Source: an optimization exercise on an open RTL-to-GDS flow (aim: small area, a short achievable clock period and few clock cycles). Production flows keep margins and buffers that such runs may drop.
In this exercise RTL edits were held to simulation tests only and were not proved equivalent to the original.

==> flow/design.v <==
`timescale 1ns/10ps
module LBP ( clk, reset, gray_addr, gray_req, gray_data, lbp_addr, lbp_write, lbp_data, finish);
input   	clk;
input   	reset;
output  [5:0] 	gray_addr;
output        	gray_req;
input   	[7:0] 	gray_data;
output reg [5:0] 	lbp_addr;
output reg 		lbp_write;
output reg [7:0] 	lbp_data;
output reg 	finish;
reg [5:0] cnt;
wire [2:0] r = cnt[5:3];
wire [2:0] c = cnt[2:0];
assign gray_addr = cnt;
assign gray_req  = 1'b1;
always @(posedge clk or posedge reset)
begin
	if (reset) begin
		cnt <= 6'd0;
		finish <= 1'b0;
	end else begin
		cnt <= cnt + 6'd1;
		if (cnt == 6'd63) finish <= 1'b1;
	end
end
always @(posedge clk)
begin
	lbp_write <= !finish && (r >= 3'd2) && (c >= 3'd2);
end
reg [7:0] s1, s2, s3, s4, s5, s6, s7, s8, s9;
wire [7:0] n = gray_data;     
wire [7:0] a = ~s9;           
wire [7:0] b = ~s8;           
wire [7:0] cc = ~s7;          
wire [7:0] d = ~s1;           
always @(posedge clk)
begin
	s1 <= ~n; s2 <= s1; s3 <= s2; s4 <= s3; s5 <= s4;
	s6 <= s5; s7 <= s6; s8 <= s7; s9 <= s8;
end
reg [3:0] l0_1, l0_2, l0_3, l0_4, l0_5, l0_6, l0_7, l0_8, l0_9;
reg [1:0] l5;
reg       l6;
function [1:0] cmp;   
	input [7:0] x, y;
	reg [7:0] g, p;
	reg [3:0] g2, p2;
	reg [1:0] g4, p4;
	begin
		g = x & ~y;
		p = x | ~y;
		g2 = {g[7] | p[7] & g[6], g[5] | p[5] & g[4], g[3] | p[3] & g[2], g[1] | p[1] & g[0]};
		p2 = {g[7] | p[7] & p[6], g[5] | p[5] & p[4], g[3] | p[3] & p[2], g[1] | p[1] & p[0]};
		g4 = {g2[3] | p2[3] & g2[2], g2[1] | p2[1] & g2[0]};
		p4 = {g2[3] | p2[3] & p2[2], g2[1] | p2[1] & p2[0]};
		cmp = {g4[1] | p4[1] & g4[0], g4[1] | p4[1] & p4[0]};
	end
endfunction
wire [1:0] ca = cmp(a, n), cb = cmp(b, n), cc2 = cmp(cc, n), cd = cmp(d, n), cba = cmp(b, a);
wire a_ge = ca[0], n_ge_a = ~ca[1];
wire b_ge = cb[0], n_ge_b = ~cb[1];
wire c_ge = cc2[0], n_ge_c = ~cc2[1];
wire d_ge = cd[0];
wire b_ge_a = cba[0];
always @(posedge clk)
begin
	l0_1 <= {d_ge, c_ge, b_ge, a_ge};
	l0_2 <= l0_1; l0_3 <= l0_2; l0_4 <= l0_3; l0_5 <= l0_4;
	l0_6 <= l0_5; l0_7 <= l0_6; l0_8 <= l0_7; l0_9 <= l0_8;
	l5 <= {l5[0], n_ge_c};
	l6 <= n_ge_b;
	lbp_data <= {n_ge_a, l6, l5[1], b_ge_a, l0_9};
	lbp_addr <= {r - 3'd1, c - 3'd1};
end
endmodule
export LEC_CHECK = 0
export CAP_MARGIN = 20
export CORE_MARGIN = 2
export CORE_UTILIZATION = 55
export CTS_BUF_LIST = sky130_fd_sc_hd__clkbuf_8 sky130_fd_sc_hd__clkbuf_4
export CTS_CLUSTER_DIAMETER = 100
export CTS_CLUSTER_SIZE = 40
export SETUP_SLACK_MARGIN = 2.3
export SLEW_MARGIN = 20
create_clock -name core_clock -period 4.0 [get_ports {clk}]
standard.sh (not shown) runs the stock make flow with config.mk's settings and CLKGATE_MAP_FILE= SYNTH_SCRIPT=/design/flow/synth_recipe.tcl, a recipe that flattens the netlist after the stock synthesis.
==> flow/flow/run.sh <==
#!/bin/bash
# The standard layout, with plain buf_2 cells as the port buffers and a
# clock tree without dummy loads.
set -euo pipefail
export BUFFER_PORTS_ARGS="-buffer_cell sky130_fd_sc_hd__buf_2"
export CTS_ARGS="-sink_clustering_enable -repair_clock_nets -sink_clustering_size 50 -sink_clustering_max_diameter 100 -buf_list {sky130_fd_sc_hd__clkbuf_16 sky130_fd_sc_hd__clkbuf_8} -root_buf sky130_fd_sc_hd__clkbuf_16 -dont_use_dummy_load -sink_buffer_max_cap_derate 1.0"
bash standard.sh > standard.log 2>&1
Testbench counts at the start, summed over its fixed seeds: cycles 4,160.
Next try:
--- a/flow/design.v
+++ b/flow/design.v
@@ -29,15 +29,15 @@
 	lbp_write <= !finish && (r >= 3'd2) && (c >= 3'd2);
 end
 reg [7:0] s1, s2, s3, s4, s5, s6, s7, s8, s9;
 wire [7:0] n = gray_data;     
-wire [7:0] a = ~s9;           
-wire [7:0] b = ~s8;           
-wire [7:0] cc = ~s7;          
-wire [7:0] d = ~s1;           
+wire [7:0] a = s9;            
+wire [7:0] b = s8;            
+wire [7:0] cc = s7;           
+wire [7:0] d = s1;            
 always @(posedge clk)
 begin
-	s1 <= ~n; s2 <= s1; s3 <= s2; s4 <= s3; s5 <= s4;
+	s1 <= n; s2 <= s1; s3 <= s2; s4 <= s3; s5 <= s4;
 	s6 <= s5; s7 <= s6; s8 <= s7; s9 <= s8;
 end
 reg [3:0] l0_1, l0_2, l0_3, l0_4, l0_5, l0_6, l0_7, l0_8, l0_9;
 reg [1:0] l5;
What happened: The changed run passed the timing, design-rule and antenna checks; worst setup slack is worse by 0.10 ns; count of clock-buffer cells in the layout stays the same; hold slack hardly moves; maximum frequency shrinks by 5.6%; core utilization grows by 2.7 points; sequential cell count stays the same.
Testbench counts after the change, summed over its fixed seeds: cycles 4,160.

==> what the ideal ports hide <==
How much do the figures lean on ideal ports? The routed layouts below were timed once more, with nothing changed but the port constraints.
Step 1 assumes that a clkbuf_16 drives the clock port and a buf_2 every other input.
Step 2, shift: input delay + t, output delay - t, t = (earliest + latest rising clock arrival at the registers) / 2. This alone moves slack from input paths to output paths.
a / b / c = no drivers / after step 1 / after step 2; a / b = the first two.
| run | t, ns | setup slack, ns | worst setup path at the end | clock arrival spread, ns | worst data-port slew with drivers (ns) |
|---|---|---|---|---|---|
| the first run | 0.422 | 2.296 / 2.258 / 1.941 | input to register | 0.025 / 0.025 | 0.03 |
| the second run | 0.422 | 2.195 / 2.182 / 1.760 | input to register | 0.016 / 0.016 | 0.06 |
After both steps every run listed still meets setup and hold. The setup slack of the second run, which loses most, moves by -0.013 ns with the drivers and by -0.435 ns with both steps.
